This design comes from an exercise in tuning for small area on the open sky130 flow, not from production work.
RTL that was checked went through simulation tests only; none was proved equivalent to the original.
For runs 4 to 8, only the layout was checked, not whether the RTL still works.
Power and IR drop assume default switching activity.

==> design.v <==
`timescale 1ns / 1ps
module cache_controller (
    input clk,
    input reset,
    input read_en,
    input write_en,
    input [7:0] address,
    input [7:0] write_data,
    output [7:0] read_data,
    output reg hit,
    output reg mem_read_en,
    output reg mem_write_en,
    output reg [7:0] mem_address,
    output [7:0] mem_write_data,
    input      [7:0] mem_read_data
);
    reg [7:0] data0 [0:3];
    reg [7:0] data1 [0:3];
    reg [3:0] tag0  [0:3];
    reg [3:0] tag1  [0:3];
    reg [3:0] lru;    
    reg [3:0] v1;     
    wire [1:0] index = address[3:2];
    wire [3:0] tag   = address[7:4];
    wire [3:0] dec   = 4'b0001 << index;
    wire active = read_en | write_en;
    wire [3:0] t0, t1;
    wire lru_s, v1_s;
    cache_sel4 #(.W(10)) u_look (
        .sel (dec),
        .d0  ({tag1[0], tag0[0], v1[0], lru[0]}),
        .d1  ({tag1[1], tag0[1], v1[1], lru[1]}),
        .d2  ({tag1[2], tag0[2], v1[2], lru[2]}),
        .d3  ({tag1[3], tag0[3], v1[3], lru[3]}),
        .q   ({t1, t0, v1_s, lru_s}));
    wire m0 = (lru_s | v1_s) & (t0 == tag);
    wire m1 = v1_s & (t1 == tag);
    wire any_hit = m0 | m1;
    wire way = m1 | (~m0 & lru_s);
    wire data_we = active & ~(read_en & any_hit);
    wire [7:0] wdata = read_en ? mem_read_data : write_data;
    integer s;
    always @(posedge clk) begin
        for (s = 0; s < 4; s = s + 1) begin
            if (reset) begin
                lru[s] <= 1'b0;
                v1[s]  <= 1'b0;
            end else if (active && dec[s]) begin
                lru[s] <= ~way;
                if (way) v1[s] <= 1'b1;
            end
            if (dec[s] && data_we) begin
                if (way) begin
                    data1[s] <= wdata;
                    tag1[s]  <= tag;
                end else begin
                    data0[s] <= wdata;
                    tag0[s]  <= tag;
                end
            end
        end
    end
    always @(posedge clk) begin
        hit          <= ~reset & active & any_hit;
        mem_read_en  <= read_en & ~any_hit;
        mem_write_en <= ~read_en & write_en;
        mem_address  <= address;
    end
    wire [3:0] odec  = 4'b0001 << mem_address[3:2];
    wire [3:0] osel0 = odec & lru;      
    wire [3:0] osel1 = odec & ~lru;
    wire [7:0] line;
    cache_sel8 u_out (
        .sel ({osel1, osel0}),
        .d0  (data0[0]), .d1 (data0[1]), .d2 (data0[2]), .d3 (data0[3]),
        .d4  (data1[0]), .d5 (data1[1]), .d6 (data1[2]), .d7 (data1[3]),
        .q   (line));
    assign read_data      = line;
    assign mem_write_data = line;
endmodule
module cache_sel4 #(parameter W = 8) (
    input  [3:0]   sel,
    input  [W-1:0] d0, d1, d2, d3,
    output [W-1:0] q
);
    assign q = ({W{sel[0]}} & d0) | ({W{sel[1]}} & d1) | ({W{sel[2]}} & d2) | ({W{sel[3]}} & d3);
endmodule
module cache_sel8 (
    input  [7:0] sel,
    input  [7:0] d0, d1, d2, d3, d4, d5, d6, d7,
    output [7:0] q
);
    assign q = ({8{sel[0]}} & d0) | ({8{sel[1]}} & d1) | ({8{sel[2]}} & d2) | ({8{sel[3]}} & d3)
             | ({8{sel[4]}} & d4) | ({8{sel[5]}} & d5) | ({8{sel[6]}} & d6) | ({8{sel[7]}} & d7);
endmodule
==> flow/run.sh <==
#!/bin/bash
# Standard ORFS layout (standard synthesis unchanged) with: synthesis buffers
# removed and gates downsized at floorplan, smaller port buffers, and a clock
# tree of small clock buffers without dummy loads.
set -euo pipefail
F=$(pwd)/flow
bash standard.sh \
  REMOVE_ABC_BUFFERS=1 \
  POST_FLOORPLAN_TCL=$F/downsize.tcl \
  GPL_TIMING_DRIVEN=0 \
  BUFFER_PORTS_ARGS="-buffer_cell sky130_fd_sc_hd__buf_1" \
  CTS_ARGS="-sink_clustering_enable -repair_clock_nets -dont_use_dummy_load -buf_list {sky130_fd_sc_hd__clkbuf_4}" \
  finish > flow.log 2>&1
==> flow/downsize.tcl <==
# Swap every combinational cell for the smallest-area cell with the same
# function (timing is repaired later by the standard repair steps).
sta::make_equiv_cells [lindex [get_libs *] 0]
set n 0
foreach inst [get_cells *] {
  set lc [get_lib_cells -of_objects $inst]
  set lname [get_name $lc]
  if {[regexp {__(.*df.*|dl.*|conb.*|tap.*|fill.*|decap.*)$} $lname]} { continue }
  set best $lc
  set best_area [get_property $lc area]
  set equiv [sta::find_equiv_cells $lc]
  foreach c $equiv {
    set name [get_name $c]
    if {[string match "*probe*" $name] || [string match "*lpflow*" $name] || [string match "*dly*" $name]} { continue }
    set a [get_property $c area]
    if {$a < $best_area - 1e-6} { set best $c; set best_area $a }
  }
  if {$best ne $lc} {
    replace_cell $inst $best
    incr n
  }
}
puts "downsize: replaced $n cells"
==> standard.sh <==
#!/bin/bash
# synth_recipe.tcl (not shown) runs the flow's synth.tcl, then flattens the netlist and writes it again
# the make line also repeats each setting of config.mk as NAME=value (left out here)
make -C /OpenROAD-flow-scripts/flow DESIGN_CONFIG=/design/flow/config.mk WORK_HOME=/design/flow/orfs CLKGATE_MAP_FILE= SYNTH_SCRIPT=/design/flow/synth_recipe.tcl "${@:-finish}"
==> config.mk <==
export PLATFORM = sky130hd
export DESIGN_NAME = cache_controller
export DESIGN_NICKNAME = cache_controller
export VERILOG_FILES = /design/flow/design.v
export SDC_FILE = /design/flow/constraint.sdc
export NUM_CORES = 4
export LEC_CHECK = 0
export CAP_MARGIN = 0
export CORE_MARGIN = 2
export CORE_UTILIZATION = 65
export PLACE_DENSITY = 0.75
export SLEW_MARGIN = 0
export SYNTH_HIERARCHICAL = 1
export SYNTH_MINIMUM_KEEP_SIZE = 0
==> constraint.sdc <==
create_clock -name core_clock -period 5.0 [get_ports {clk}]
set_input_delay 1.0000 -clock core_clock [delete_from_list [all_inputs] [get_ports {clk}]]
set_output_delay 1.0000 -clock core_clock [all_outputs]
set_load 0.01 [all_outputs]
==> results of run 1 <==
-- metal layers --
metal  track usage [%]  wire [um]
met3             9.005        651
met2             37.89       4386
met4             7.972         98
met1             34.62       3664
met5                 0          0
-- kinds of logic (layout without fill, tap and decap cells) --
kind of cell	after synthesis	count (layout)	share of synthesized area [%]
flip-flops	115	115	72.48
AO/OA/AOI/OAI	71	71	12.56
XOR/XNOR	8	8	1.556
buffers and inverters	26	80	4.502
multiplexers	8	8	2.001
AND/OR/NAND/NOR	59	59	6.893
-- cell type report --
class	count	area [um2]	share of cell area (%)
Sequential cell	115	3263	68.15
Timing Repair Buffer	59	247.7	5.174
Tap cell	80	100.1	2.090
Multi-Input combinational cell	146	1035	21.61
Clock buffer	17	127.6	2.665
Inverter	4	15.01	0.3136
-- cell usage in the layout (no fill, tap or decap), types with 4 or more instances in the layout --
| master | instances |
|---|---|
| nand4_1 | 9 |
| inv_1 | 4 |
| edfxtp_1 | 96 |
| nor2_1 | 11 |
| clkbuf_4 | 17 |
| a22o_1 | 5 |
| nor3b_1 | 5 |
| a22oi_1 | 52 |
| buf_1 | 54 |
| dfxtp_1 | 19 |
| nand2_1 | 14 |
| xnor2_1 | 8 |
| mux2_2 | 8 |
-- worst max path at each step --
stage / start / end / slack, ps / cells after the start
after detailed placement: address[3] / data0[2][5] / 330 / 9
after global routing: address[3] / data0[2][0] / 520 / 9
after global placement: address[3] / data0[2][7] / -830 / 8
after CTS: address[3] / data0[2][0] / 820 / 9
after floorplan: address[3] / data0[1][0] / 1160 / 7
final: address[3] / data0[2][0] / 770 / 9
-- power by group through the flow --
| stage | clock network, uW | registers, uW | logic, uW |
|---|---|---|---|
| after floorplan | 0 | 1110 | 90.1 |
| after detailed placement | 0 | 1110 | 156 |
| after global placement | 0 | 1110 | 144 |
| after global routing | 468 | 1090 | 170 |
| final | 415 | 1090 | 156 |
| after CTS | 424 | 1090 | 156 |
-- sequential cells by signal (all words and copies together) (netlist names) --
| register | flops |
|---|---|
| data0 | 32 |
| data1 | 32 |
| tag0 | 16 |
| tag1 | 16 |
| mem_address | 8 |
| lru | 4 |
| v1 | 4 |
| hit | 1 |
| mem_read_en | 1 |
| mem_write_en | 1 |
-- per-module statistics from Yosys (local to each module, per instance), excerpt --
module            cells inside  area [um2]  copies in the design
cache_controller           205        3880                     1
cache_sel8                  48       379.1                     1
-- metrics by stage --
step / worst slack [ps] / instances
final: 774.5 / 421
after detailed placement: 330.1 / 404
after CTS: 819.9 / 421
after floorplan: 1163 / 265
after global routing: 521.7 / 421
after global placement: -831.4 / 399
==> results.toml, run 1 <==
[floorplan]
core_area_um2 = 6756
dieArea_um2 = 7607
die_x_um = 87.22
floorplan.initialDensity_pct = 66.63
rows = 30
die_y_um = 87.22
ios = 55

[logic_synthesis]
seq_area_frac_synth_pct = 72.48
yosys_most_used_dff = "edfxtp_1"
synth.most_common_cell = "edfxtp_1"
synthTopCellsByArea = "edfxtp_1 (64%), dfxtp_1 (8.4%), a22oi_1 (7.8%), buf_6 (2.3%), mux2_2 (2.0%)"
synthTopCellsByCount = "edfxtp_1 (96), a22oi_1 (47), dfxtp_1 (19)"
synth-edff-count = 96
synth_area_per_cell_um2 = 15.69
synth_async_sr_flop_share_pct = 0
synth_top_cell_area_share_pct = 64.04
synth_area_leader_cell = "edfxtp_1"
yosysWarnings = 15
synth_cells = 287
yosysUniqueCellTypes = 35
syn_area_um2 = 4502
ys_ff_latch = 115

[clock_tree]
post_cts_resized = 0
postCtsHoldBufs = 0
max-clock-path-buffers = 2
insertion_delay_ps = 480
clock_tree.root_cell = "clkbuf_4"
cts_made_buffers = 17
clk_pin_slew_worst_paths_ps = 80
htree_levels = 4
cts_sinks = 115
cts_setup_buffers = 0
cts_tree = "yes"

[sta]
setup_viol = 0
period_minus_slack_ps = 4226
hold_viol_final = 0
fmax_mhz = 236.7
skew_ps = 44.93
whs_ps = 497.2
slew_viol_final = 0
relSlewSlack_pct = 11.65
rsz0062_at_grt = "no"
setup_tns_ps = 0
period_share_pct = 84.51
tightest_slew_ps = 1323

[power_and_ir_drop]
leakagePower_uw = 0.001548
power_uw = 1663
p_sw_share_pct = 22.71
p_int_uw = 1285
peakVddDrop_mv = 0.2241
p_comb_share_pct = 9.4
clkPwrFrac_pct = 25.0
seqPwrFrac_pct = 65.6
p_per_area_nw_per_um2 = 347.2
switching_power_uw = 377.6

[min_path]
hold_class = "reg -> reg"
hold_depth = 1
min_to = "v1[2]"
min-delay-start = "v1[2]"

[worst_setup_path]
required_ps = 5160
slowest_delay_ps = 970
start_kind = "input pin"
arrival_ps = 4380
reg2reg_from = "tag0[0][3]"
reg2regPathDepth = 7
cpMaxStageDelayCell = "nor4_2"
crit_chain = "buf_1 > nor2_1 > a22oi_1 > nand2_1 > xnor2_1 > a41o_1 > o21ai_0 > nor4_2 > buf_4"
path_delay_family = "simple AND/OR/NAND/NOR gates"
cp-end-kind = "flop"
path_class = "in -> reg"
r2r-end = "data0[2][0]"
cp_max_fo = 12
regToRegSetupSlack_ps = 1740
cp.buffers_inverters = 2

[global_route]
grt_use_total_pct = 25.09
grt_overflow_total = 0
grt_max_degree = 17
grt_pass1_wl_um = 13460
antenna_found_initial = 0
grt_pass1_vias = 2511

[finish]
design_area_um2 = 4788
drive_gt1_share_pct = 10.85
areaGrowthSynthToFinish_pct = 6.365
antennaDiodeCount = 0
final_core_util_pct = 70.87
fill_cells = 462
final_nets = 371

[drt]
drtAntennaViolNets = 0
dr_total_vias = 2661
first_pass_iters = 5
drt_iter0_drc = 194
drc = 0
wire_per_inst_um = 20.90
drt-vias-per-instance = 6.321
finalWirelength_um = 8801

[place]
numPortBuffers = 54
gp_congestion = 0.7772
place_area_um2 = 4657
dp.final_hpwl_um = 5703

[run]
maxCapViolCount = 0

[outcome]
status = "no timing/DRC/antenna violations"
==> run 2, diff against run 1 <==
--- a/config.mk
+++ b/config.mk
@@ -8,6 +8,6 @@
 export CAP_MARGIN = 0
 export CORE_MARGIN = 2
-export CORE_UTILIZATION = 65
-export PLACE_DENSITY = 0.75
+export CORE_UTILIZATION = 72
+export PLACE_DENSITY = 0.85
 export SLEW_MARGIN = 0
 export SYNTH_HIERARCHICAL = 1
==> results.toml, run 2 <==
[worst_setup_path]
path_class = "in -> reg"
cp_max_fo = 12
arrival_ps = 4330
path_delay_family = "simple AND/OR/NAND/NOR gates"
slowest_delay_ps = 910
regToRegSetupSlack_ps = 1820
crit_chain = "buf_1 > nor2_1 > a22oi_1 > nand2_1 > xnor2_1 > a41o_1 > o21ai_0 > nor4_2 > buf_6"
required_ps = 5180
cp.buffers_inverters = 2
cp-end-kind = "flop"
cpMaxStageDelayCell = "nor4_2"
start_kind = "input pin"

[sta]
hold_viol_final = 0
tightest_slew_ps = 1359
relSlewSlack_pct = 9.231
fmax_mhz = 240.6
slew_viol_final = 0
skew_ps = 48.47
whs_ps = 486.7
setup_ws_ps = 843.3
rsz0062_at_grt = "no"
period_minus_slack_ps = 4157
period_share_pct = 83.13
setup_viol = 0

[finish]
seq_area_um2 = 3263
areaGrowthSynthToFinish_pct = 6.698
multiInputGateArea_um2 = 1041
fin_cells = 417
drive_gt1_share_pct = 11.40
final_nets = 372
fill_cells = 342
mostFrequentLayoutCells = "edfxtp_1 (96), buf_1 (54), a22oi_1 (52), dfxtp_1 (19), clkbuf_4 (17)"
antennaDiodeCount = 0
largest_registers = "data0 x32, data1 x32"
mostFrequentLayoutCell = "edfxtp_1"
final_core_util_pct = 80.18

[place]
gp_congestion = 0.8140
numPortBuffers = 54
dp.final_hpwl_um = 5811
place_ws_ps = 495.4
place_inst = 399

[logic_synthesis]
synth_area_leader_cell = "edfxtp_1"
synth_area_per_cell_um2 = 15.69
synth_cells = 287
synthTopCellsByArea = "edfxtp_1 (64%), dfxtp_1 (8.4%), a22oi_1 (7.8%), buf_6 (2.3%), mux2_2 (2.0%)"
synthTopCellsByCount = "edfxtp_1 (96), a22oi_1 (47), dfxtp_1 (19)"
synth-edff-count = 96
yosys_most_used_dff = "edfxtp_1"
yosysWarnings = 15
seq_area_frac_synth_pct = 72.48
syn_area_um2 = 4502
synth_top_cell_area_share_pct = 64.04
synth.most_common_cell = "edfxtp_1"
yosysUniqueCellTypes = 35
synth_async_sr_flop_share_pct = 0
ys_ff_latch = 115

[clock_tree]
cts_tree = "yes"
postCtsHoldBufs = 0
cts_setup_buffers = 0
post_cts_resized = 0
max-clock-path-buffers = 2
clock_tree.root_cell = "clkbuf_4"
cts_sinks = 115
clk_pin_slew_worst_paths_ps = 70
htree_levels = 4
insertion_delay_ps = 510
cts_made_buffers = 17

[drt]
finalWirelength_um = 9227
drt-vias-per-instance = 6.679
drt_iter0_drc = 339
wire_per_inst_um = 22.13
drc = 0
drtAntennaViolNets = 0
first_pass_iters = 6
dr_total_vias = 2785

[global_route]
grt_max_degree = 17
grt_pass1_vias = 2746
grt_pass1_wl_um = 14370
antenna_found_initial = 0
grt_overflow_total = 0
grt_use_total_pct = 28.22

[power_and_ir_drop]
p_per_area_nw_per_um2 = 347.0
p_sw_share_pct = 22.86
leakagePower_uw = 0.001559
switching_power_uw = 381.0
peakVddDrop_mv = 0.2340
clkPwrFrac_pct = 24.9
seqPwrFrac_pct = 65.5
p_comb_share_pct = 9.6
p_int_uw = 1286
power_uw = 1667

[floorplan]
dieArea_um2 = 6901
floorplan.initialDensity_pct = 75.15
die_y_um = 83.07
die_x_um = 83.07
rows = 28
core_area_um2 = 5991
ios = 55

[min_path]
hold_class = "reg -> reg"

[outcome]
status = "no timing/DRC/antenna violations"

[run]
maxCapViolCount = 0
==> run 2: cell counts after synthesis <==
No cell type changed its count.
==> run 2: through the flow <==
| stage | TNS (ps) | instance area (um2) |
|---|---|---|
| 2_1_floorplan | 0 | 4314 |
| 3_3_place_gp | -17620 | 4576 |
| 3_5_place_dp | 0 | 4654 |
| 4_1_cts | 0 | 4782 |
| 5_1_grt | 0 | 4803 |
| 6_report | 0 | 4803 |
==> run 2: kinds of logic (layout without fill, tap and decap cells) <==
family / Yosys count / count (layout) / synth area share (%)
AO/OA/AOI/OAI: 71 / 71 / 12.56
XOR/XNOR: 8 / 8 / 1.556
buffers and inverters: 26 / 81 / 4.502
flip-flops: 115 / 115 / 72.48
multiplexers: 8 / 8 / 2.001
AND/OR/NAND/NOR: 59 / 59 / 6.893
==> run 2: modules after synthesis (local to each module, per instance), excerpt <==
module	cells	times used	cell area, um2
cache_controller	205	1	3880
cache_sel8	48	1	379.1
==> run 2: power groups by stage <==
stage | logic, uW | clock network, uW | registers, uW
after global routing | 174 | 457 | 1090
after CTS | 158 | 419 | 1090
final | 160 | 414 | 1090
after detailed placement | 157 | 0 | 1110
after global placement | 143 | 0 | 1110
after floorplan | 90.1 | 0 | 1110
==> run 2: path summary, 6_finish.rpt <==
kind                                 start          end  cells past startpoint
worst max-delay path            address[3]  data0[2][4]                      9
worst max register to register  tag0[0][3]  data0[2][4]                      7
worst min-delay path                 v1[3]        v1[3]                      1
worst min register to register       v1[3]        v1[3]                      1
==> run 2: metal layers <==
layer,vias up,track usage [%],routed length [um]
met3,22,7.753,958
met2,199,43.04,4420
met1,1331,38.59,3618
met4,0,12.67,230
met5,-,0,0
li1,1233,-,-
==> run 2: area by class of cell <==
cell class | instances | area share (%)
Timing Repair Buffer | 60 | 5.470
Inverter | 4 | 0.3126
Sequential cell | 115 | 67.93
Clock buffer | 17 | 2.657
Multi-Input combinational cell | 146 | 21.67
Tap cell | 75 | 1.954
==> run 3, diff against run 2 <==
--- a/config.mk
+++ b/config.mk
@@ -8,6 +8,6 @@
 export CAP_MARGIN = 0
 export CORE_MARGIN = 2
-export CORE_UTILIZATION = 72
-export PLACE_DENSITY = 0.85
+export CORE_UTILIZATION = 80
+export PLACE_DENSITY = 0.9
 export SLEW_MARGIN = 0
 export SYNTH_HIERARCHICAL = 1
==> results.toml, run 3 <==
[sta]
setup_viol = 0
fmax_mhz = 241.3
setup_ws_ps = 855.8
hold_viol_final = 0
tightest_slew_ps = 1379
rsz0062_at_grt = "no"
skew_ps = 47.26
relSlewSlack_pct = 8.076
whs_ps = 493.1
setup_tns_ps = 0
period_share_pct = 82.88
slew_viol_final = 0
period_minus_slack_ps = 4144

[clock_tree]
postCtsHoldBufs = 0
post_cts_resized = 0
cts_sinks = 115
htree_levels = 4
insertion_delay_ps = 490
clk_pin_slew_worst_paths_ps = 80
cts_setup_buffers = 0
cts_tree = "yes"
max-clock-path-buffers = 2
cts_made_buffers = 17
clock_tree.root_cell = "clkbuf_4"

[logic_synthesis]
synth.most_common_cell = "edfxtp_1"
synth-edff-count = 96
synth_top_cell_area_share_pct = 64.04
synth_area_per_cell_um2 = 15.69
synth_cells = 287
yosysWarnings = 15
yosys_most_used_dff = "edfxtp_1"
syn_area_um2 = 4502
seq_area_frac_synth_pct = 72.48
synthTopCellsByCount = "edfxtp_1 (96), a22oi_1 (47), dfxtp_1 (19)"
yosysUniqueCellTypes = 35
synth_async_sr_flop_share_pct = 0
ys_ff_latch = 115
synthTopCellsByArea = "edfxtp_1 (64%), dfxtp_1 (8.4%), a22oi_1 (7.8%), buf_6 (2.3%), mux2_2 (2.0%)"
synth_area_leader_cell = "edfxtp_1"

[finish]
design_area_um2 = 4776
mostFrequentLayoutCells = "edfxtp_1 (96), buf_1 (54), a22oi_1 (52), dfxtp_1 (19), clkbuf_4 (17)"
areaGrowthSynthToFinish_pct = 6.087
largest_registers = "data0 x32, data1 x32"
mostFrequentLayoutCell = "edfxtp_1"
antennaDiodeCount = 0
drive_gt1_share_pct = 10.56
final_nets = 371

[floorplan]
die_y_um = 79.02
ios = 55
rows = 27
die_x_um = 79.02
floorplan.initialDensity_pct = 82.26
core_area_um2 = 5473
dieArea_um2 = 6243

[global_route]
grt_pass1_vias = 2588
grt_use_total_pct = 31.49
grt_max_degree = 17
grt_overflow_total = 0
antenna_found_initial = 0
grt_pass1_wl_um = 13590

[place]
place_ws_ps = 484.4
numPortBuffers = 54
place_area_um2 = 4639
dp.final_hpwl_um = 5818
gp_congestion = 0.8524

[power_and_ir_drop]
leakagePower_uw = 0.001549
peakVddDrop_mv = 0.2686
p_per_area_nw_per_um2 = 348.7

[min_path]
hold_depth = 1
hold_class = "reg -> reg"

[drt]
wl_met1_um = 3293
drc = 0
dr_total_vias = 2853
wire_per_inst_um = 23.11
routed.top_layer = "met4"
first_pass_iters = 6
finalWirelength_um = 9544
drt-vias-per-instance = 6.908
wl_met3_um = 1187
drtAntennaViolNets = 0
drt_iter0_drc = 416
wl_met2_um = 4705

[worst_setup_path]
cpMaxStageDelayCell = "nor4_2"
start_kind = "input pin"
path_delay_family = "simple AND/OR/NAND/NOR gates"
crit_chain = "buf_1 > nor2_1 > a22oi_1 > nand2_1 > xnor2_1 > a41o_1 > o21ai_0 > nor4_2 > buf_4"
slowest_delay_ps = 920
arrival_ps = 4310
cp-end-kind = "flop"
cp_max_fo = 12
crit_cells = 9
cp.buffers_inverters = 2
required_ps = 5170
path_class = "in -> reg"
reg2regPathDepth = 7

[run]
maxCapViolCount = 0

[outcome]
status = "no timing/DRC/antenna violations"
==> run 3: cell counts after synthesis <==
No cell type changed its count.
==> run 3: cell type report <==
class,count,area (um2)
clock buffer,17,127.6
multi-input combinational,146,1032
timing repair buffer,59,247.7
fill,249,696.9
sequential,115,3263
inverter,4,15.01
tap,72,90.09
==> run 3: path summary, 6_finish.rpt <==
path              start          end  slack [ps]
max          address[3]  data0[1][4]         860
min               v1[2]        v1[2]         490
max reg2reg  tag0[2][2]  data0[1][4]        1820
min reg2reg       v1[2]        v1[2]         490
==> run 3: Yosys stat by module (local to each module, per instance), excerpt <==
| module | times used | flops+latches | area, um2 |
|---|---|---|---|
| cache_sel8 | 1 | 0 | 379.1 |
| cache_controller | 1 | 115 | 3880 |
==> run 3: stage by stage <==
step / utilization, % / power (uW) / cells
3_5_place_dp: 84.77 / 1267 / 396
4_1_cts: 87.11 / 1662 / 413
5_1_grt: 87.27 / 1721 / 413
6_report: 87.27 / 1665 / 413
3_3_place_gp: 83.54 / 1253 / 391
2_1_floorplan: - / 1202 / 265
==> run 3: power breakdown <==
group	internal [uW]	switching, uW	total [uW]
Sequential	1080	13.5	1090
Clock	155	257	412
Combinational	51.2	109	161
Total	1290	380	1670
==> run 3: cell families after synthesis <==
group / count (synthesis) / synth area share, %
compound gates: 71 / 12.56
xor+xnor: 8 / 1.556
buf+inv: 26 / 4.502
flops: 115 / 72.48
mux: 8 / 2.001
simple gates: 59 / 6.893
==> run 3: metal layers <==
metal | track usage (%) | vias up
li1 | - | 1232
met1 | 42.03 | 1337
met2 | 49.66 | 248
met3 | 8.523 | 36
met4 | 13.79 | 0
met5 | 0 | -
==> run 4, diff against run 3 <==
==> design.v (replaced) <==
`timescale 1ns / 1ps
module cache_controller (
    input clk,
    input reset,
    input read_en,
    input write_en,
    input [7:0] address,
    input [7:0] write_data,
    output [7:0] read_data,
    output reg hit,
    output reg mem_read_en,
    output reg mem_write_en,
    output reg [7:0] mem_address,
    output [7:0] mem_write_data,
    input      [7:0] mem_read_data
);
    reg [7:0] data0 [0:3];
    reg [7:0] data1 [0:3];
    reg [3:0] tag0  [0:3];
    reg [3:0] tag1  [0:3];
    reg [3:0] lru;    
    reg [3:0] v1;     
    wire [1:0] index = address[3:2];
    wire [3:0] tag   = address[7:4];
    wire active = read_en | write_en;
    wire lru_s = lru[index];
    wire v1_s  = v1[index];
    wire m0 = (lru_s | v1_s) & (tag0[index] == tag);
    wire m1 = v1_s & (tag1[index] == tag);
    wire any_hit = m0 | m1;
    wire way = m1 | (~m0 & lru_s);
    wire data_we = active & ~(read_en & any_hit);
    wire [7:0] wdata = read_en ? mem_read_data : write_data;
    integer s;
    always @(posedge clk) begin
        for (s = 0; s < 4; s = s + 1) begin
            if (reset) begin
                lru[s] <= 1'b0;
                v1[s]  <= 1'b0;
            end else if (active && index == s) begin
                lru[s] <= ~way;
                if (way) v1[s] <= 1'b1;
            end
            if (index == s && data_we) begin
                if (way) begin
                    data1[s] <= wdata;
                    tag1[s]  <= tag;
                end else begin
                    data0[s] <= wdata;
                    tag0[s]  <= tag;
                end
            end
        end
    end
    always @(posedge clk) begin
        hit          <= ~reset & active & any_hit;
        mem_read_en  <= read_en & ~any_hit;
        mem_write_en <= ~read_en & write_en;
        mem_address  <= address;
    end
    wire [1:0] oidx = mem_address[3:2];
    wire oway = ~lru[oidx];
    wire [7:0] line = oway ? data1[oidx] : data0[oidx];
    assign read_data      = line;
    assign mem_write_data = line;
endmodule
==> run.sh (new file) <==
#!/bin/bash
# synth_recipe.tcl (not shown) runs the flow's synth.tcl, then flattens the netlist and writes it again
# the make line also repeats each setting of config.mk as NAME=value (left out here)
make -C /OpenROAD-flow-scripts/flow DESIGN_CONFIG=/design/flow/config.mk WORK_HOME=/design/flow/orfs CLKGATE_MAP_FILE= SYNTH_SCRIPT=/design/flow/synth_recipe.tcl finish
==> config.mk (replaced) <==
export PLATFORM = sky130hd
export DESIGN_NAME = cache_controller
export DESIGN_NICKNAME = cache_controller
export VERILOG_FILES = /design/flow/design.v
export SDC_FILE = /design/flow/constraint.sdc
export NUM_CORES = 4
export LEC_CHECK = 0
export CAP_MARGIN = 20
export CORE_MARGIN = 2
export CORE_UTILIZATION = 40
export SLEW_MARGIN = 20
removed: flow/run.sh
removed: flow/downsize.tcl
removed: standard.sh
==> results.toml, run 4 <==
[outcome]
status = "no timing/DRC/antenna violations"

[worst_setup_path]
reg2reg_from = "tag1[3][0]"
crit_chain = "clkdlybuf4s50_1 > mux2i_1 > xnor2_1 > or3_1 > a21oi_1 > a21o_1 > buf_4 > and3b_1"
start_kind = "input pin"
reg2regPathDepth = 7
required_ps = 5020
r2r-end = "data1[2][7]"
crit_cells = 8
cpMaxStageDelayCell = "clkdlybuf4s50_1"
cp.buffers_inverters = 2
path_class = "in -> reg"
path_delay_family = "buffers and inverters"
slowest_delay_ps = 820
arrival_ps = 3820
regToRegSetupSlack_ps = 2320
cp-end-kind = "flop"
cp_max_fo = 13

[clock_tree]
cts_made_buffers = 17
cts_setup_buffers = 0
htree_levels = 4
clk_pin_slew_worst_paths_ps = 50
insertion_delay_ps = 400
cts_tree = "yes"
max-clock-path-buffers = 2
postCtsHoldBufs = 0
clock_tree.root_cell = "clkbuf_16"
post_cts_resized = 0
cts_sinks = 115

[logic_synthesis]
yosysUniqueCellTypes = 31
ys_ff_latch = 115
syn_area_um2 = 4572
synth_area_per_cell_um2 = 19.37
synth_area_leader_cell = "edfxtp_1"
synth_async_sr_flop_share_pct = 0
synth_cells = 236
synthTopCellsByArea = "edfxtp_1 (63%), mux4_2 (12%), dfxtp_1 (8.3%), mux2_2 (3.9%), xnor2_1 (1.5%)"
synthTopCellsByCount = "edfxtp_1 (96), mux4_2 (25), dfxtp_1 (19)"
yosysWarnings = 5
yosys_most_used_dff = "edfxtp_1"
synth-edff-count = 96
seq_area_frac_synth_pct = 71.37
synth.most_common_cell = "edfxtp_1"
synth_top_cell_area_share_pct = 63.05

[sta]
fmax_mhz = 263.5
setup_ws_ps = 1205
setup_tns_ps = 0
setup_viol = 0
slew_viol_final = 0
hold_viol_final = 0
period_minus_slack_ps = 3795
tightest_slew_ps = 661.6
skew_ps = 6.856
relSlewSlack_pct = 55.90
rsz0062_at_grt = "no"
period_share_pct = 75.91

[power_and_ir_drop]
p_int_uw = 2086
seqPwrFrac_pct = 42.3
p_sw_share_pct = 19.14
p_per_area_nw_per_um2 = 436.8
switching_power_uw = 493.6
clkPwrFrac_pct = 49.5
peakVddDrop_mv = 0.2427
leakagePower_uw = 0.002033
p_comb_share_pct = 8.2

[global_route]
antenna_found_initial = 0
grt_pass1_vias = 2417
grt_overflow_total = 0
grt_use_total_pct = 14.84
grt_pass1_wl_um = 13510
grt_max_degree = 19

[floorplan]
floorplan.initialDensity_pct = 40.56
die_x_um = 110.9
dieArea_um2 = 12300
core_area_um2 = 11270
die_y_um = 110.9
ios = 55
rows = 39

[finish]
antennaDiodeCount = 0
largest_registers = "data0 x32, data1 x32"
areaGrowthSynthToFinish_pct = 29.15
mostFrequentLayoutCells = "edfxtp_1 (96), clkdlybuf4s50_1 (54), mux4_2 (25), dfxtp_1 (19), clkbuf_16 (17)"
mostFrequentLayoutCell = "edfxtp_1"
drive_gt1_share_pct = 28.71
final_nets = 332

[drt]
drc = 0
dr_total_vias = 2345
drt_iter0_drc = 146
drt-vias-per-instance = 5.098
wire_per_inst_um = 18.42
drtAntennaViolNets = 0
first_pass_iters = 4
finalWirelength_um = 8471

[place]
place_ws_ps = 770.3
numPortBuffers = 54
gp_congestion = 0.8007
dp.final_hpwl_um = 5576

[min_path]
hold_class = "reg -> reg"
hold_depth = 1
min_to = "v1[3]"
min-delay-start = "v1[3]"

[run]
maxCapViolCount = 0
run 4: cell count changes after synthesis, sizes merged, moves of 3 or more:
cell	previous run	this run
nand2	14	2
nand4	9	1
nand3	3	6
buf	22	17
inv	4	1
a22oi	52	0
o31ai	1	4
a21boi	3	0
clkbuf	0	3
mux2	8	16
nor3b	5	0
mux2i	0	4
mux4	0	25
run 4: worst max path at each step:
stage	from	endpoint
global route	address[2]	data1[2][2]
CTS	address[2]	data1[2][2]
finish	address[3]	data1[2][7]
detailed placement	address[2]	data1[2][5]
floorplan	address[2]	data0[0][0]
global placement	address[2]	data1[2][6]
run 4: power by group through the flow:
stage | logic [uW] | clock network [uW] | registers [uW]
floorplan | 123 | 0 | 1110
global placement | 213 | 0 | 1110
detailed placement | 215 | 0 | 1110
CTS | 216 | 1300 | 1090
global route | 228 | 1340 | 1090
finish | 211 | 1280 | 1090
run 4: cell families (layout without fill, tap and decap cells):
logic type / Yosys count / after routing / synth area share (%)
compound gates: 12 / 12 / 2.381
flops: 115 / 115 / 71.37
simple gates: 33 / 33 / 4.215
xor+xnor: 10 / 10 / 1.916
mux: 45 / 45 / 17.13
buf+inv: 21 / 102 / 2.983
run 4: per-stage QoR:
step / util [%] / hold WS, ps / area [um2] / power, uW / instances
after floorplan: - / 443.6 / 4572 / 1232 / 236
after global placement: 46.76 / 472.3 / 5271 / 1322 / 428
after detailed placement: 46.76 / 469.9 / 5271 / 1326 / 428
after CTS: 52.38 / 482.1 / 5904 / 2604 / 460
after global routing: 52.38 / 505.4 / 5904 / 2665 / 460
final: 52.38 / 483.2 / 5904 / 2579 / 460
run 4: cell type report:
type | instances | area [um2]
clock buffer | 21 | 450.4
timing repair buffer | 69 | 653.1
sequential | 115 | 3263
multi-input combinational | 100 | 1172
clock inverter | 11 | 182.7
fill | 910 | 5368
tap | 143 | 178.9
inverter | 1 | 3.754
run 4: metal layers:
| metal | wire, um | part of all wire [%] | global-route usage, % |
|---|---|---|---|
| met5 | 0 | 0 | 0 |
| met4 | 110 | 1.3 | 6.750 |
| met3 | 360 | 4.2 | 4.374 |
| met2 | 4189 | 49 | 22.86 |
| met1 | 3810 | 45 | 19.59 |
run 4: worst reg2reg max path: stages, from the launching register on:
cell and delay, ps:
edfxtp_1 370, mux4_2 490, xnor2_1 150, nand3_1 90
a21oi_1 220, a21o_1 170, buf_4 230, and3b_1 590
==> run 5, diff against run 4 <==
==> flow/run.sh (new file) <==
#!/bin/bash
# Standard ORFS layout (standard synthesis unchanged) with smaller port
# buffers and a clock tree built from small clock buffers without dummy loads.
set -euo pipefail
bash standard.sh \
  GPL_TIMING_DRIVEN=0 \
  BUFFER_PORTS_ARGS="-buffer_cell sky130_fd_sc_hd__buf_1" \
  CTS_ARGS="-sink_clustering_enable -repair_clock_nets -dont_use_dummy_load -buf_list {sky130_fd_sc_hd__clkbuf_4 sky130_fd_sc_hd__clkbuf_8} -sink_clustering_size 30" \
  finish > flow.log 2>&1
==> standard.sh (new file) <==
#!/bin/bash
# synth_recipe.tcl (not shown) runs the flow's synth.tcl, then flattens the netlist and writes it again
# the make line also repeats each setting of config.mk as NAME=value (left out here)
make -C /OpenROAD-flow-scripts/flow DESIGN_CONFIG=/design/flow/config.mk WORK_HOME=/design/flow/orfs CLKGATE_MAP_FILE= SYNTH_SCRIPT=/design/flow/synth_recipe.tcl "${@:-finish}"
removed: run.sh
==> results.toml, run 5 <==
[logic_synthesis]
yosys.area_share.simple_pct = 4.215
yosys_most_used_dff = "edfxtp_1"
synth_area_leader_cell = "edfxtp_1"
muxShareOfSynthArea_pct = 17.13
yosysUniqueCellTypes = 31
ys_ff_latch = 115
synth_adder_area_share_pct = 0
seq_area_frac_synth_pct = 71.37
synthXorXnorAreaFrac_pct = 1.916
synth_compound_area_share_pct = 2.381
synth_top_family_by_area = "multiplexers"
synth_async_sr_flop_share_pct = 0
synthTopCellsByArea = "edfxtp_1 (63%), mux4_2 (12%), dfxtp_1 (8.3%), mux2_2 (3.9%), xnor2_1 (1.5%)"
synth_area_per_cell_um2 = 19.37
syn_area_um2 = 4572
synth_top_cell_area_share_pct = 63.05
yosysWarnings = 5
synth.most_common_cell = "edfxtp_1"
synth-edff-count = 96
synth_cells = 236
synthTopCellsByCount = "edfxtp_1 (96), mux4_2 (25), dfxtp_1 (19)"

[clock_tree]
postCtsHoldBufs = 0
post_cts_resized = 0
max-clock-path-buffers = 2
insertion_delay_ps = 430
clock_tree.root_cell = "clkbuf_8"
clk_pin_slew_worst_paths_ps = 60
cts_setup_buffers = 0
cts_made_buffers = 17
cts_sinks = 115
htree_levels = 4
cts_tree = "yes"

[worst_setup_path]
required_ps = 4000
cp-end-kind = "output port"
start_kind = "flop"
r2r-end = "data1[0][4]"
regToRegSetupSlack_ps = 2250
arrival_ps = 2900
cp_max_fo = 10
reg2regPathDepth = 6
path_class = "reg -> out"
reg2reg_from = "tag1[2][0]"

[floorplan]
dieArea_um2 = 12300
core_area_um2 = 11270
floorplan.initialDensity_pct = 40.56
die_y_um = 110.9
die_x_um = 110.9
rows = 39
ios = 55

[sta]
skew_ps = 35.93
period_minus_slack_ps = 3896
tightest_slew_ps = 784.7
setup_ws_ps = 1104
rsz0062_at_grt = "no"
period_share_pct = 77.92
slew_viol_final = 0
fmax_mhz = 256.7
setup_tns_ps = 0
setup_viol = 0
relSlewSlack_pct = 47.69
hold_viol_final = 0

[global_route]
antenna_found_initial = 0
grt_overflow_total = 0
grt_max_degree = 17
grt_pass1_wl_um = 13030
grt_pass1_vias = 2363
grt_use_total_pct = 14.53

[finish]
antennaDiodeCount = 0
fill_cells = 997
drive_gt1_share_pct = 25.82
largest_registers = "data0 x32, data1 x32"
seq_area_um2 = 3263
areaGrowthSynthToFinish_pct = 13.93
mostFrequentLayoutCell = "edfxtp_1"
multiInputGateArea_um2 = 1197
final_core_util_pct = 46.21
mostFrequentLayoutCells = "edfxtp_1 (96), buf_1 (55), mux4_2 (25), dfxtp_1 (19), clkbuf_8 (17)"
final_nets = 336

[drt]
drc = 0
first_pass_iters = 4
drt-vias-per-instance = 5.102
drt_iter0_drc = 113
finalWirelength_um = 8361
wire_per_inst_um = 18.62
dr_total_vias = 2291
drtAntennaViolNets = 0

[power_and_ir_drop]
seqPwrFrac_pct = 58.7
p_per_area_nw_per_um2 = 356.7
peakVddDrop_mv = 0.1671
p_sw_share_pct = 21.53
p_comb_share_pct = 9.8
switching_power_uw = 400.0
leakagePower_uw = 0.001691
p_int_uw = 1458
clkPwrFrac_pct = 31.6

[min_path]
hold_class = "reg -> reg"
hold_depth = 1
min-delay-start = "v1[3]"
min_to = "v1[3]"

[place]
place_ws_ps = 1141
dp.final_hpwl_um = 5264
numPortBuffers = 53
gp_congestion = 0.7474

[outcome]
status = "no timing/DRC/antenna violations"

[run]
maxCapViolCount = 0
==> run 5: cell counts after synthesis <==
No cell type changed its count.
==> run 5: metal layers <==
| layer | share of wire [%] | track usage, % | vias up |
|---|---|---|---|
| li1 | - | - | 1066 |
| met1 | 41 | 16.77 | 1169 |
| met2 | 54 | 25.52 | 50 |
| met3 | 3.7 | 4.866 | 6 |
| met4 | 0.59 | 4.750 | 0 |
| met5 | 0 | 0 | - |
==> run 5: critical path: stages, from the launching register on <==
cell and delay, ps:
dfxtp_1 320, clkbuf_1 550, buf_2 490, mux4_2 550, mux2_2 310, buf_4 130
buf_1 110
==> run 5: worst max path at each step <==
stage,slack [ps],to,start,depth (start not counted)
6_report,1100,read_data[7],mem_address[2],6
3_3_place_gp,850,data0[1][6],address[3],9
3_5_place_dp,1140,data0[0][6],address[3],9
5_1_grt,830,read_data[7],mem_address[2],6
2_1_floorplan,1670,data0[0][0],address[2],8
4_1_cts,970,read_data[7],mem_address[2],6
==> run 5: stage by stage <==
step	instance area, um2	hold WS (ps)	power (uW)	instances
floorplan	4572	443.6	1232	236
global placement	4950	457.6	1287	432
detailed placement	4975	463.4	1296	432
CTS	5209	479.0	1881	449
global route	5209	484.8	1938	449
finish	5209	475.9	1858	449
==> run 5: cell type report <==
class | count | share of cell area (%)
Buffer | 20 | 2.546
Clock buffer | 17 | 4.492
Inverter | 1 | 0.07206
Multi-Input combinational cell | 100 | 22.99
Sequential cell | 115 | 62.65
Tap cell | 143 | 3.435
Timing Repair Buffer | 53 | 3.819
==> run 5: logic make-up after synthesis <==
kind of cell,after synthesis
AND/OR/NAND/NOR,33
buffers and inverters,21
flip-flops,115
multiplexers,45
AO/OA/AOI/OAI,12
XOR/XNOR,10
==> run 5: power by group through the flow <==
stage | combinational (uW) | sequential (uW) | clock, uW
2_1_floorplan | 123 | 1110 | 0
3_3_place_gp | 179 | 1110 | 0
3_5_place_dp | 186 | 1110 | 0
4_1_cts | 186 | 1090 | 604
5_1_grt | 198 | 1090 | 647
6_report | 181 | 1090 | 586
==> run 6, diff against run 5 <==
==> flow/run.sh (replaced) <==
#!/bin/bash
# Standard ORFS layout (standard synthesis unchanged) with: synthesis buffers
# removed and gates downsized at floorplan, smaller port buffers, and a clock
# tree of a few clock buffers without dummy loads.
set -euo pipefail
F=$(pwd)/flow
bash standard.sh \
  REMOVE_ABC_BUFFERS=1 \
  POST_FLOORPLAN_TCL=$F/downsize.tcl \
  GPL_TIMING_DRIVEN=0 \
  BUFFER_PORTS_ARGS="-buffer_cell sky130_fd_sc_hd__buf_1" \
  CTS_ARGS="-sink_clustering_enable -repair_clock_nets -dont_use_dummy_load -buf_list {sky130_fd_sc_hd__clkbuf_8 sky130_fd_sc_hd__clkbuf_16} -sink_clustering_size 30 -sink_clustering_max_diameter 200" \
  finish > flow.log 2>&1
==> flow/downsize.tcl (new file) <==
# Swap every combinational cell for the smallest-area cell with the same
# function (timing is repaired later by the standard repair steps).
sta::make_equiv_cells [lindex [get_libs *] 0]
set n 0
foreach inst [get_cells *] {
  set lc [get_lib_cells -of_objects $inst]
  if {[get_property $lc is_sequential]} { continue }
  set best $lc
  set best_area [get_property $lc area]
  set equiv [sta::find_equiv_cells $lc]
  foreach c $equiv {
    set name [get_name $c]
    if {[string match "*probe*" $name] || [string match "*lpflow*" $name] || [string match "*dly*" $name]} { continue }
    set a [get_property $c area]
    if {$a < $best_area - 1e-6} { set best $c; set best_area $a }
  }
  if {$best ne $lc} {
    replace_cell $inst $best
    incr n
  }
}
puts "downsize: replaced $n cells"
==> results.toml, run 6 <==
[floorplan]
die_y_um = 110.9
floorplan.initialDensity_pct = 40.56
die_x_um = 110.9
rows = 39

[logic_synthesis]
synth.most_common_cell = "edfxtp_1"
synth_area_per_cell_um2 = 19.37
yosysWarnings = 5
ys_ff_latch = 115
seq_area_frac_synth_pct = 71.37
synth_area_leader_cell = "edfxtp_1"
synth-edff-count = 96
synthTopCellsByCount = "edfxtp_1 (96), mux4_2 (25), dfxtp_1 (19)"
synth_async_sr_flop_share_pct = 0
synth_top_cell_area_share_pct = 63.05
synth_cells = 236
synthTopCellsByArea = "edfxtp_1 (63%), mux4_2 (12%), dfxtp_1 (8.3%), mux2_2 (3.9%), xnor2_1 (1.5%)"
yosys_most_used_dff = "edfxtp_1"
syn_area_um2 = 4572
yosysUniqueCellTypes = 31

[outcome]
stop_stage = "floorplan (2_1_floorplan)"
status = "aborted with a tool error"
firstError = "Error: floorplan.tcl, 161 liberty_cell objects do not have a is_sequential property."
-- run 6: cell counts after synthesis --
Identical to the previous run, type by type.
-- run 6: cells by family after synthesis --
kind of cell    synth area share [%]
simple gates                   4.215
compound gates                 2.381
xor+xnor                       1.916
flops                          71.37
buf+inv                        2.983
mux                            17.13
==> run 7, diff against run 6 <==
--- a/flow/downsize.tcl
+++ b/flow/downsize.tcl
@@ -5,5 +5,6 @@
 foreach inst [get_cells *] {
   set lc [get_lib_cells -of_objects $inst]
-  if {[get_property $lc is_sequential]} { continue }
+  set lname [get_name $lc]
+  if {[regexp {__(.*df.*|dl.*|conb.*|tap.*|fill.*|decap.*)$} $lname]} { continue }
   set best $lc
   set best_area [get_property $lc area]
==> results.toml, run 7 <==
[outcome]
status = "no timing/DRC/antenna violations"

[sta]
skew_ps = 16.69
setup_tns_ps = 0
rsz0062_at_grt = "no"
tightest_slew_ps = 1060
setup_ws_ps = 895.0
fmax_mhz = 243.6
slew_viol_final = 0
period_share_pct = 82.10
relSlewSlack_pct = 29.31
setup_viol = 0
period_minus_slack_ps = 4105
hold_viol_final = 0

[global_route]
grt_overflow_total = 0
grt_max_degree = 19
antenna_found_initial = 0
grt_use_total_pct = 15.08
grt_pass1_vias = 2427
grt_pass1_wl_um = 13540

[logic_synthesis]
seq_area_frac_synth_pct = 71.37
synth_cells = 236
synthTopCellsByArea = "edfxtp_1 (63%), mux4_2 (12%), dfxtp_1 (8.3%), mux2_2 (3.9%), xnor2_1 (1.5%)"
synth-edff-count = 96
synth_area_per_cell_um2 = 19.37
synthTopCellsByCount = "edfxtp_1 (96), mux4_2 (25), dfxtp_1 (19)"
synth_area_leader_cell = "edfxtp_1"
synth_async_sr_flop_share_pct = 0
yosys_most_used_dff = "edfxtp_1"
synth_top_cell_area_share_pct = 63.05
ys_ff_latch = 115
syn_area_um2 = 4572
yosysUniqueCellTypes = 31
synth.most_common_cell = "edfxtp_1"
yosysWarnings = 5

[clock_tree]
postCtsHoldBufs = 0
cts_setup_buffers = 0
max-clock-path-buffers = 2
post_cts_resized = 0
cts_sinks = 115
clk_pin_slew_worst_paths_ps = 40
clock_tree.root_cell = "clkbuf_16"
cts_tree = "yes"
htree_levels = 4
cts_made_buffers = 17
insertion_delay_ps = 400

[place]
numPortBuffers = 54
place_ws_ps = 388.7
gp_congestion = 0.7495
dp.final_hpwl_um = 5328

[drt]
drc = 0
drt-vias-per-instance = 5.194
wire_per_inst_um = 19.81
finalWirelength_um = 8597
first_pass_iters = 4
drtAntennaViolNets = 0
drt_iter0_drc = 154
dr_total_vias = 2254

[worst_setup_path]
required_ps = 5000
cpMaxStageDelayCell = "and3b_1"
path_delay_family = "simple AND/OR/NAND/NOR gates"
cp_max_fo = 16
crit_chain = "buf_1 > mux4_2 > xnor2_1 > nand3_1 > a21oi_1 > a21o_1 > and3b_1"
cp-end-kind = "flop"
arrival_ps = 4110
start_kind = "input pin"
slowest_delay_ps = 800
path_class = "in -> reg"
cp.buffers_inverters = 1

[power_and_ir_drop]
seqPwrFrac_pct = 50.7
leakagePower_uw = 0.001725
p_sw_share_pct = 20.14
p_int_uw = 1734
p_comb_share_pct = 7.2
p_per_area_nw_per_um2 = 412.6
switching_power_uw = 437.2
peakVddDrop_mv = 0.2579
clkPwrFrac_pct = 42.1

[finish]
areaGrowthSynthToFinish_pct = 15.11
seq_area_um2 = 3264
drive_gt1_share_pct = 23.02
largest_registers = "data0 x32, data1 x32"
multiInputGateArea_um2 = 1154
mostFrequentLayoutCell = "edfxtp_1"
final_nets = 321
antennaDiodeCount = 0
mostFrequentLayoutCells = "edfxtp_1 (96), buf_1 (54), mux4_2 (25), dfxtp_1 (18), clkbuf_16 (17)"
fill_cells = 951

[floorplan]
rows = 39
core_area_um2 = 11270
die_x_um = 110.9
dieArea_um2 = 12300
die_y_um = 110.9
ios = 55
floorplan.initialDensity_pct = 40.56

[min_path]
hold_class = "reg -> reg"

[run]
maxCapViolCount = 0
## run 7: power groups by stage
stage | clock (uW) | sequential, uW | combinational, uW
after floorplan | 0 | 1110 | 96.2
after global placement | 0 | 1120 | 152
after detailed placement | 0 | 1120 | 159
after CTS | 935 | 1100 | 160
after global routing | 975 | 1100 | 172
final | 914 | 1100 | 157
## run 7: final timing paths
path                            startpoint     endpoint  slack [ps]  cells after the start
worst max register to register  tag1[3][0]  data1[2][6]        1990                      6
worst min-delay path                 v1[2]        v1[2]         490                      1
worst max-delay path            address[2]  data1[2][6]         900                      7
worst min register to register       v1[2]        v1[2]         490                      1
## run 7: per-layer routing
metal / vias up / share of wire [%] / track usage (%)
li1: 1034 / - / -
met3: 7 / 5.2 / 4.866
met5: - / 0 / 0
met1: 1137 / 44 / 19.84
met2: 76 / 50 / 23.80
met4: 0 / 1.0 / 5.167
## run 7: logic make-up after synthesis
kind of cell	after synthesis	synth area share [%]
multiplexers	45	17.13
flip-flops	115	71.37
AND/OR/NAND/NOR	33	4.215
XOR/XNOR	10	1.916
buffers and inverters	21	2.983
AO/OA/AOI/OAI	12	2.381
## run 7: worst register-to-register path: cells and delay by family (launching register included)
family | cells | cell delay (ps)
AOI/OAI and AO/OA | 2 | 670
xor gates and xnor gates | 1 | 200
DFF | 1 | 360
muxes | 1 | 480
and+or+nand+nor | 2 | 910
## run 7: layout make-up
cell class	instances	area share [%]
multi-input cells	100	21.92
flip-flops and latches	115	62.03
inverters	1	0.07133
clock buffers	17	8.084
well taps	143	3.400
repair buffers	58	4.494
## run 7: stage by stage
step / instance area (um2) / power [uW] / util [%] / hold WS (ps) / instances
2_1_floorplan: 4439 / 1211 / - / 443.6 / 216
3_3_place_gp: 4782 / 1270 / 42.42 / 456.9 / 413
3_5_place_dp: 4837 / 1278 / 42.91 / 467.5 / 417
4_1_cts: 5263 / 2197 / 46.69 / 482.3 / 434
5_1_grt: 5263 / 2251 / 46.69 / 510.4 / 434
6_report: 5263 / 2171 / 46.69 / 486.9 / 434
==> run 8, diff against run 7 <==
==> flow/run.sh (replaced) <==
#!/bin/bash
# Standard ORFS layout (standard synthesis unchanged) with: synthesis buffers
# removed and gates downsized at floorplan, smaller port buffers, and a clock
# tree of small clock buffers without dummy loads.
set -euo pipefail
F=$(pwd)/flow
bash standard.sh \
  REMOVE_ABC_BUFFERS=1 \
  POST_FLOORPLAN_TCL=$F/downsize.tcl \
  GPL_TIMING_DRIVEN=0 \
  BUFFER_PORTS_ARGS="-buffer_cell sky130_fd_sc_hd__buf_1" \
  CTS_ARGS="-sink_clustering_enable -repair_clock_nets -dont_use_dummy_load -buf_list {sky130_fd_sc_hd__clkbuf_2 sky130_fd_sc_hd__clkbuf_4}" \
  finish > flow.log 2>&1
--- a/config.mk
+++ b/config.mk
@@ -6,6 +6,7 @@
 export NUM_CORES = 4
 export LEC_CHECK = 0
-export CAP_MARGIN = 20
+export CAP_MARGIN = 0
 export CORE_MARGIN = 2
-export CORE_UTILIZATION = 40
-export SLEW_MARGIN = 20
+export CORE_UTILIZATION = 65
+export PLACE_DENSITY = 0.75
+export SLEW_MARGIN = 0
==> results.toml, run 8 <==
[sta]
period_share_pct = 79.59
whs_ps = 485.4
hold_viol_final = 0
rsz0062_at_grt = "no"
relSlewSlack_pct = 21.70
setup_viol = 0
tightest_slew_ps = 1173
slew_viol_final = 0
fmax_mhz = 251.3
setup_ws_ps = 1021
skew_ps = 38.76
period_minus_slack_ps = 3979

[logic_synthesis]
yosysWarnings = 5
ys_ff_latch = 115
synth_top_cell_area_share_pct = 63.05
synth.most_common_cell = "edfxtp_1"
seq_area_frac_synth_pct = 71.37
synth_async_sr_flop_share_pct = 0
synth_cells = 236
synthTopCellsByCount = "edfxtp_1 (96), mux4_2 (25), dfxtp_1 (19)"
yosysUniqueCellTypes = 31
syn_area_um2 = 4572
synth_area_per_cell_um2 = 19.37
synth-edff-count = 96
synthTopCellsByArea = "edfxtp_1 (63%), mux4_2 (12%), dfxtp_1 (8.3%), mux2_2 (3.9%), xnor2_1 (1.5%)"
synth_area_leader_cell = "edfxtp_1"
yosys_most_used_dff = "edfxtp_1"

[power_and_ir_drop]
seqPwrFrac_pct = 65.7
p_int_uw = 1302
switching_power_uw = 364.4
p_sw_share_pct = 21.87
peakVddDrop_mv = 0.1995
power_uw = 1667
clkPwrFrac_pct = 24.9
leakagePower_uw = 0.001596
p_per_area_nw_per_um2 = 339.0
p_comb_share_pct = 9.4

[floorplan]
die_y_um = 87.87
rows = 30
dieArea_um2 = 7720
ios = 55
die_x_um = 87.87
floorplan.initialDensity_pct = 67.29
core_area_um2 = 6794

[drt]
drc = 0
drt-vias-per-instance = 5.809
dr_total_vias = 2248
finalWirelength_um = 7773
first_pass_iters = 4
wire_per_inst_um = 20.09
drt_iter0_drc = 137
drtAntennaViolNets = 0

[run]
maxCapViolCount = 0

[place]
dp.final_hpwl_um = 4883
gp_congestion = 0.7857
numPortBuffers = 54
place_ws_ps = 478.3
place_area_um2 = 4788
place_inst = 370

[worst_setup_path]
slowest_delay_ps = 790
cpMaxStageDelayCell = "and3b_1"
required_ps = 5090
path_delay_family = "simple AND/OR/NAND/NOR gates"
r2r-end = "data1[1][5]"
start_kind = "input pin"
cp-end-kind = "flop"
reg2reg_from = "tag1[3][0]"
crit_chain = "buf_1 > mux4_2 > xnor2_1 > nand3_1 > a21oi_1 > a21o_1 > and3b_1"
arrival_ps = 4060
cp.buffers_inverters = 1
path_class = "in -> reg"
cp_max_fo = 16
reg2regPathDepth = 6
regToRegSetupSlack_ps = 2030

[clock_tree]
cts_sinks = 115
max-clock-path-buffers = 2
cts_setup_buffers = 0
clock_tree.root_cell = "clkbuf_4"
clk_pin_slew_worst_paths_ps = 80
insertion_delay_ps = 490
htree_levels = 4
cts_tree = "yes"
cts_made_buffers = 17
post_cts_resized = 0
postCtsHoldBufs = 0

[finish]
final_nets = 321
mostFrequentLayoutCell = "edfxtp_1"
areaGrowthSynthToFinish_pct = 7.526
drive_gt1_share_pct = 22.68
design_area_um2 = 4916
antennaDiodeCount = 0
largest_registers = "data0 x32, data1 x32"
mostFrequentLayoutCells = "edfxtp_1 (96), buf_1 (54), mux4_2 (25), dfxtp_1 (19), clkbuf_4 (17)"
fin_cells = 387

[global_route]
grt_max_degree = 19
grt_use_total_pct = 22.34
antenna_found_initial = 0
grt_pass1_wl_um = 11810
grt_overflow_total = 0
grt_pass1_vias = 2180

[min_path]
hold_depth = 1
hold_class = "reg -> reg"
min-delay-start = "v1[2]"
min_to = "v1[2]"

[outcome]
status = "no timing/DRC/antenna violations"
-- run 8: cell counts after synthesis --
No cell type changed its count.
-- run 8: kinds of logic (layout without fill, tap and decap cells) --
group / count (synthesis) / count (layout) / synth area share (%)
mux: 45 / 45 / 17.13
buf+inv: 21 / 76 / 2.983
compound gates: 12 / 12 / 2.381
xor+xnor: 10 / 10 / 1.916
simple gates: 33 / 33 / 4.215
flops: 115 / 115 / 71.37
-- run 8: worst max path at each step --
| stage | startpoint | endpoint | cells past startpoint |
|---|---|---|---|
| global placement | address[2] | data0[1][3] | 6 |
| finish | address[2] | data1[1][5] | 7 |
| global route | address[2] | data1[1][5] | 7 |
| CTS | address[2] | data1[1][5] | 7 |
| detailed placement | address[2] | data1[1][3] | 7 |
| floorplan | address[2] | data1[2][0] | 6 |
-- run 8: power by group through the flow --
stage | registers, uW | clock network, uW | logic (uW)
2_1_floorplan | 1110 | 0 | 96.2
3_3_place_gp | 1120 | 0 | 148
3_5_place_dp | 1120 | 0 | 158
4_1_cts | 1100 | 428 | 158
5_1_grt | 1100 | 473 | 171
6_report | 1090 | 415 | 157
-- run 8: worst reg2reg max path: cells and delay by family, from the launching register on --
kind                      cells  cell delay, ps
AOI/OAI and AO/OA             2             660
xor gates and xnor gates      1             170
muxes                         1             480
DFF                           1             360
and+or+nand+nor               2             920
-- run 8: stage by stage --
step	utilization (%)	setup TNS, ps
2_1_floorplan	-	0
5_1_grt	72.36	0
3_5_place_dp	70.48	0
3_3_place_gp	69.52	-7135
4_1_cts	72.36	0
6_report	72.36	0
-- run 8: routing by layer --
layer	vias up	GRT usage, %	routed length, um
met3	7	7.257	394
li1	1038	-	-
met1	1123	28.41	3196
met4	0	7.133	93
met2	80	37.05	4088
met5	-	0	0
-- run 8: layout make-up --
class	count	area, um2
Tap cell	96	120.1
Timing Repair Buffer	58	247.7
Clock buffer	17	127.6
Inverter	1	3.754
Fill cell	420	1878
Multi-Input combinational cell	100	1154
Sequential cell	115	3263
==> run 9, diff against run 8 <==
--- a/design.v
+++ b/design.v
@@ -23,9 +23,17 @@
     wire [1:0] index = address[3:2];
     wire [3:0] tag   = address[7:4];
+    wire [3:0] dec   = 4'b0001 << index;
     wire active = read_en | write_en;
-    wire lru_s = lru[index];
-    wire v1_s  = v1[index];
-    wire m0 = (lru_s | v1_s) & (tag0[index] == tag);
-    wire m1 = v1_s & (tag1[index] == tag);
+    wire [3:0] t0, t1;
+    wire lru_s, v1_s;
+    cache_sel4 #(.W(10)) u_look (
+        .sel (dec),
+        .d0  ({tag1[0], tag0[0], v1[0], lru[0]}),
+        .d1  ({tag1[1], tag0[1], v1[1], lru[1]}),
+        .d2  ({tag1[2], tag0[2], v1[2], lru[2]}),
+        .d3  ({tag1[3], tag0[3], v1[3], lru[3]}),
+        .q   ({t1, t0, v1_s, lru_s}));
+    wire m0 = (lru_s | v1_s) & (t0 == tag);
+    wire m1 = v1_s & (t1 == tag);
     wire any_hit = m0 | m1;
     wire way = m1 | (~m0 & lru_s);
@@ -38,9 +46,9 @@
                 lru[s] <= 1'b0;
                 v1[s]  <= 1'b0;
-            end else if (active && index == s) begin
+            end else if (active && dec[s]) begin
                 lru[s] <= ~way;
                 if (way) v1[s] <= 1'b1;
             end
-            if (index == s && data_we) begin
+            if (dec[s] && data_we) begin
                 if (way) begin
                     data1[s] <= wdata;
@@ -59,8 +67,29 @@
         mem_address  <= address;
     end
-    wire [1:0] oidx = mem_address[3:2];
-    wire oway = ~lru[oidx];
-    wire [7:0] line = oway ? data1[oidx] : data0[oidx];
+    wire [3:0] odec  = 4'b0001 << mem_address[3:2];
+    wire [3:0] osel0 = odec & lru;      
+    wire [3:0] osel1 = odec & ~lru;
+    wire [7:0] line;
+    cache_sel8 u_out (
+        .sel ({osel1, osel0}),
+        .d0  (data0[0]), .d1 (data0[1]), .d2 (data0[2]), .d3 (data0[3]),
+        .d4  (data1[0]), .d5 (data1[1]), .d6 (data1[2]), .d7 (data1[3]),
+        .q   (line));
     assign read_data      = line;
     assign mem_write_data = line;
 endmodule
+module cache_sel4 #(parameter W = 8) (
+    input  [3:0]   sel,
+    input  [W-1:0] d0, d1, d2, d3,
+    output [W-1:0] q
+);
+    assign q = ({W{sel[0]}} & d0) | ({W{sel[1]}} & d1) | ({W{sel[2]}} & d2) | ({W{sel[3]}} & d3);
+endmodule
+module cache_sel8 (
+    input  [7:0] sel,
+    input  [7:0] d0, d1, d2, d3, d4, d5, d6, d7,
+    output [7:0] q
+);
+    assign q = ({8{sel[0]}} & d0) | ({8{sel[1]}} & d1) | ({8{sel[2]}} & d2) | ({8{sel[3]}} & d3)
+             | ({8{sel[4]}} & d4) | ({8{sel[5]}} & d5) | ({8{sel[6]}} & d6) | ({8{sel[7]}} & d7);
+endmodule
==> flow/run.sh (replaced) <==
#!/bin/bash
# Standard ORFS layout (standard synthesis unchanged) with: synthesis buffers
# removed and gates downsized at floorplan, smaller port buffers, and a clock
# tree of small clock buffers without dummy loads; after the placement
# repair, cells are shrunk again where slew, capacitance and timing allow
# (recover.tcl).
set -euo pipefail
F=$(pwd)/flow
bash standard.sh \
  REMOVE_ABC_BUFFERS=1 \
  POST_FLOORPLAN_TCL=$F/downsize.tcl \
  POST_RESIZE_TCL=$F/recover.tcl \
  GPL_TIMING_DRIVEN=0 \
  BUFFER_PORTS_ARGS="-buffer_cell sky130_fd_sc_hd__buf_1" \
  CTS_ARGS="-sink_clustering_enable -repair_clock_nets -dont_use_dummy_load -buf_list {sky130_fd_sc_hd__clkbuf_4}" \
  finish > flow.log 2>&1
==> flow/recover.tcl (new file) <==
# Area recovery: try each combinational cell in the smallest equivalent
# cell that keeps the design free of max-slew/max-capacitance violations
# and keeps setup and hold slack above a margin; otherwise leave it.
proc recover_ok {setup_min hold_min} {
  if {[sta::max_slew_violation_count] > 0} { return 0 }
  if {[sta::max_capacitance_violation_count] > 0} { return 0 }
  if {[sta::worst_slack_cmd max] < $setup_min * 1e-9} { return 0 }
  if {[sta::worst_slack_cmd min] < $hold_min * 1e-9} { return 0 }
  return 1
}
proc area_recover {setup_min hold_min} {
  sta::make_equiv_cells [lindex [get_libs *] 0]
  set saved 0.0
  set n 0
  set insts {}
  foreach inst [get_cells *] {
    set lc [get_lib_cells -of_objects $inst]
    if {$lc eq "" || $lc eq "NULL"} { continue }
    set lname [get_name $lc]
    if {[regexp {__(.*df.*|dl.*|conb.*|tap.*|fill.*|decap.*|clk.*)$} $lname]} { continue }
    lappend insts [list $inst [get_property $lc area]]
  }
  foreach e [lsort -real -decreasing -index 1 $insts] {
    lassign $e inst area
    set lc [get_lib_cells -of_objects $inst]
    set cands {}
    foreach c [sta::find_equiv_cells $lc] {
      set name [get_name $c]
      if {[string match "*probe*" $name] || [string match "*lpflow*" $name] || [string match "*dly*" $name]} { continue }
      set a [get_property $c area]
      if {$a < $area - 1e-6} { lappend cands [list $c $a] }
    }
    foreach ca [lsort -real -index 1 $cands] {
      lassign $ca c a
      replace_cell $inst $c
      if {[recover_ok $setup_min $hold_min]} {
        set saved [expr {$saved + $area - $a}]
        incr n
        break
      }
      replace_cell $inst $lc
    }
  }
  puts [format "area_recover: %d cells smaller, %.1f um2 saved" $n $saved]
}

area_recover 0.2 0.05
--- a/config.mk
+++ b/config.mk
@@ -11,2 +11,4 @@
 export PLACE_DENSITY = 0.75
 export SLEW_MARGIN = 0
+export SYNTH_HIERARCHICAL = 1
+export SYNTH_MINIMUM_KEEP_SIZE = 0
==> results.toml, run 9 <==
[finish]
final_nets = 371
mostFrequentLayoutCells = "edfxtp_1 (96), buf_1 (54), a22oi_1 (52), dfxtp_1 (19), clkbuf_4 (17)"
drive_gt1_share_pct = 8.504
mostFrequentLayoutCell = "edfxtp_1"
largest_registers = "data0 x32, data1 x32"
antennaDiodeCount = 0
areaGrowthSynthToFinish_pct = 5.420
final_core_util_pct = 70.24
design_area_um2 = 4746

[power_and_ir_drop]
p_int_uw = 1282
leakagePower_uw = 0.001521
switching_power_uw = 378.3
p_sw_share_pct = 22.78
seqPwrFrac_pct = 65.7
clkPwrFrac_pct = 25.1
peakVddDrop_mv = 0.2916
p_comb_share_pct = 9.2
p_per_area_nw_per_um2 = 349.9

[sta]
period_share_pct = 92.37
relSlewSlack_pct = 10.07
tightest_slew_ps = 1346
setup_viol = 0
slew_viol_final = 0
skew_ps = 42.73
period_minus_slack_ps = 4618
rsz0062_at_grt = "no"
whs_ps = 490.0
hold_viol_final = 0
setup_tns_ps = 0
fmax_mhz = 216.5

[floorplan]
floorplan.initialDensity_pct = 66.63
die_y_um = 87.22
rows = 30
dieArea_um2 = 7607
ios = 55
die_x_um = 87.22
core_area_um2 = 6756

[worst_setup_path]
cp-end-kind = "flop"
start_kind = "input pin"
required_ps = 5160
arrival_ps = 4780
regToRegSetupSlack_ps = 1340
cp_max_fo = 12
path_class = "in -> reg"

[clock_tree]
cts_made_buffers = 17
cts_setup_buffers = 0
cts_tree = "yes"
clk_pin_slew_worst_paths_ps = 100
postCtsHoldBufs = 0
clock_tree.root_cell = "clkbuf_4"
post_cts_resized = 0
htree_levels = 4
cts_sinks = 115
insertion_delay_ps = 480
max-clock-path-buffers = 2

[logic_synthesis]
synthTopCellsByCount = "edfxtp_1 (96), a22oi_1 (47), dfxtp_1 (19)"
syn_area_um2 = 4502
synth-edff-count = 96
synth_area_leader_cell = "edfxtp_1"
synth_async_sr_flop_share_pct = 0
synth_area_per_cell_um2 = 15.69
seq_area_frac_synth_pct = 72.48
yosys_most_used_dff = "edfxtp_1"
yosysWarnings = 15
synthTopCellsByArea = "edfxtp_1 (64%), dfxtp_1 (8.4%), a22oi_1 (7.8%), buf_6 (2.3%), mux2_2 (2.0%)"
synth.most_common_cell = "edfxtp_1"
ys_ff_latch = 115
yosysUniqueCellTypes = 35
synth_cells = 287
synth_top_cell_area_share_pct = 64.04

[run]
maxCapViolCount = 0

[global_route]
grt_max_degree = 17
grt_overflow_total = 0
antenna_found_initial = 0
grt_pass1_wl_um = 13460
grt_pass1_vias = 2522
grt_use_total_pct = 24.81

[drt]
drt_iter0_drc = 222
dr_total_vias = 2675
drtAntennaViolNets = 0
drt-vias-per-instance = 6.354
wire_per_inst_um = 20.82
first_pass_iters = 5
finalWirelength_um = 8767
drc = 0

[place]
dp.final_hpwl_um = 5626
numPortBuffers = 54
place_area_um2 = 4614
gp_congestion = 0.7772

[outcome]
status = "no timing/DRC/antenna violations"

[min_path]
hold_class = "reg -> reg"
## run 9: metrics by stage
stage	std cells	worst slack, ps	total power [uW]
2_1_floorplan	265	1163	1202
3_5_place_dp	404	-87.51	1264
3_3_place_gp	399	-831.4	1256
5_1_grt	421	74.54	1724
6_report	421	381.6	1661
4_1_cts	421	430.4	1667
## run 9: worst paths after layout
path / to / start / depth (start not counted)
max reg2reg: tag0[1][3] / tag0[0][3] / 8
max: tag0[1][3] / address[3] / 10
min: v1[2] / v1[2] / 1
min reg2reg: v1[2] / v1[2] / 1
## run 9: layout make-up
cell class,count,area [um2]
clock buffers,17,127.6
fillers,461,2011
well taps,80,100.1
repair buffers,59,221.5
inverters,4,15.01
multi-input cells,146,1018
flip-flops and latches,115,3263
## run 9: kinds of logic (layout without fill, tap and decap cells)
group                     after synthesis  count (layout)  synth area share (%)
DFF                                   115             115                 72.48
AOI/OAI and AO/OA                      71              71                 12.56
and+or+nand+nor                        59              59                 6.893
buffers and inverters                  26              80                 4.502
xor gates and xnor gates                8               8                 1.556
muxes                                   8               8                 2.001
## run 9: routing by layer
layer | vias to the layer above | wire length (um) | track usage, %
met3 | 9 | 677 | 7.488
li1 | 1230 | - | -
met1 | 1308 | 3572 | 34.37
met5 | - | 0 | 0
met4 | 0 | 87 | 7.273
met2 | 128 | 4431 | 38.65
## run 9: critical path: stages
cell and delay [ps]:
buf_1 120, nor2_1 730, a22oi_1 220, nand2_1 130, xnor2_1 180, a41o_1 270, o21ai_0 390, nor4_1 1110
clkbuf_1 320, clkbuf_1 300
## run 9: modules after synthesis, one instance, submodules excluded, a selection
module | cells | copies in the design | cell area (um2)
cache_controller | 205 | 1 | 3880
cache_sel8 | 48 | 1 | 379.1
## run 9: power by group through the flow
stage / clock network [uW] / registers (uW) / logic, uW
floorplan: 0 / 1110 / 90.1
global placement: 0 / 1110 / 144
detailed placement: 0 / 1110 / 151
CTS: 425 / 1090 / 151
global route: 464 / 1090 / 166
finish: 417 / 1090 / 152

Check on run 9: ideal ports give 0.382 ns setup slack; a clkbuf_16 on the clock port and buf_2 on the inputs give 0.389 ns; moving port delays by the midpoint clock arrival (0.491 ns) as well gives -0.102 ns.
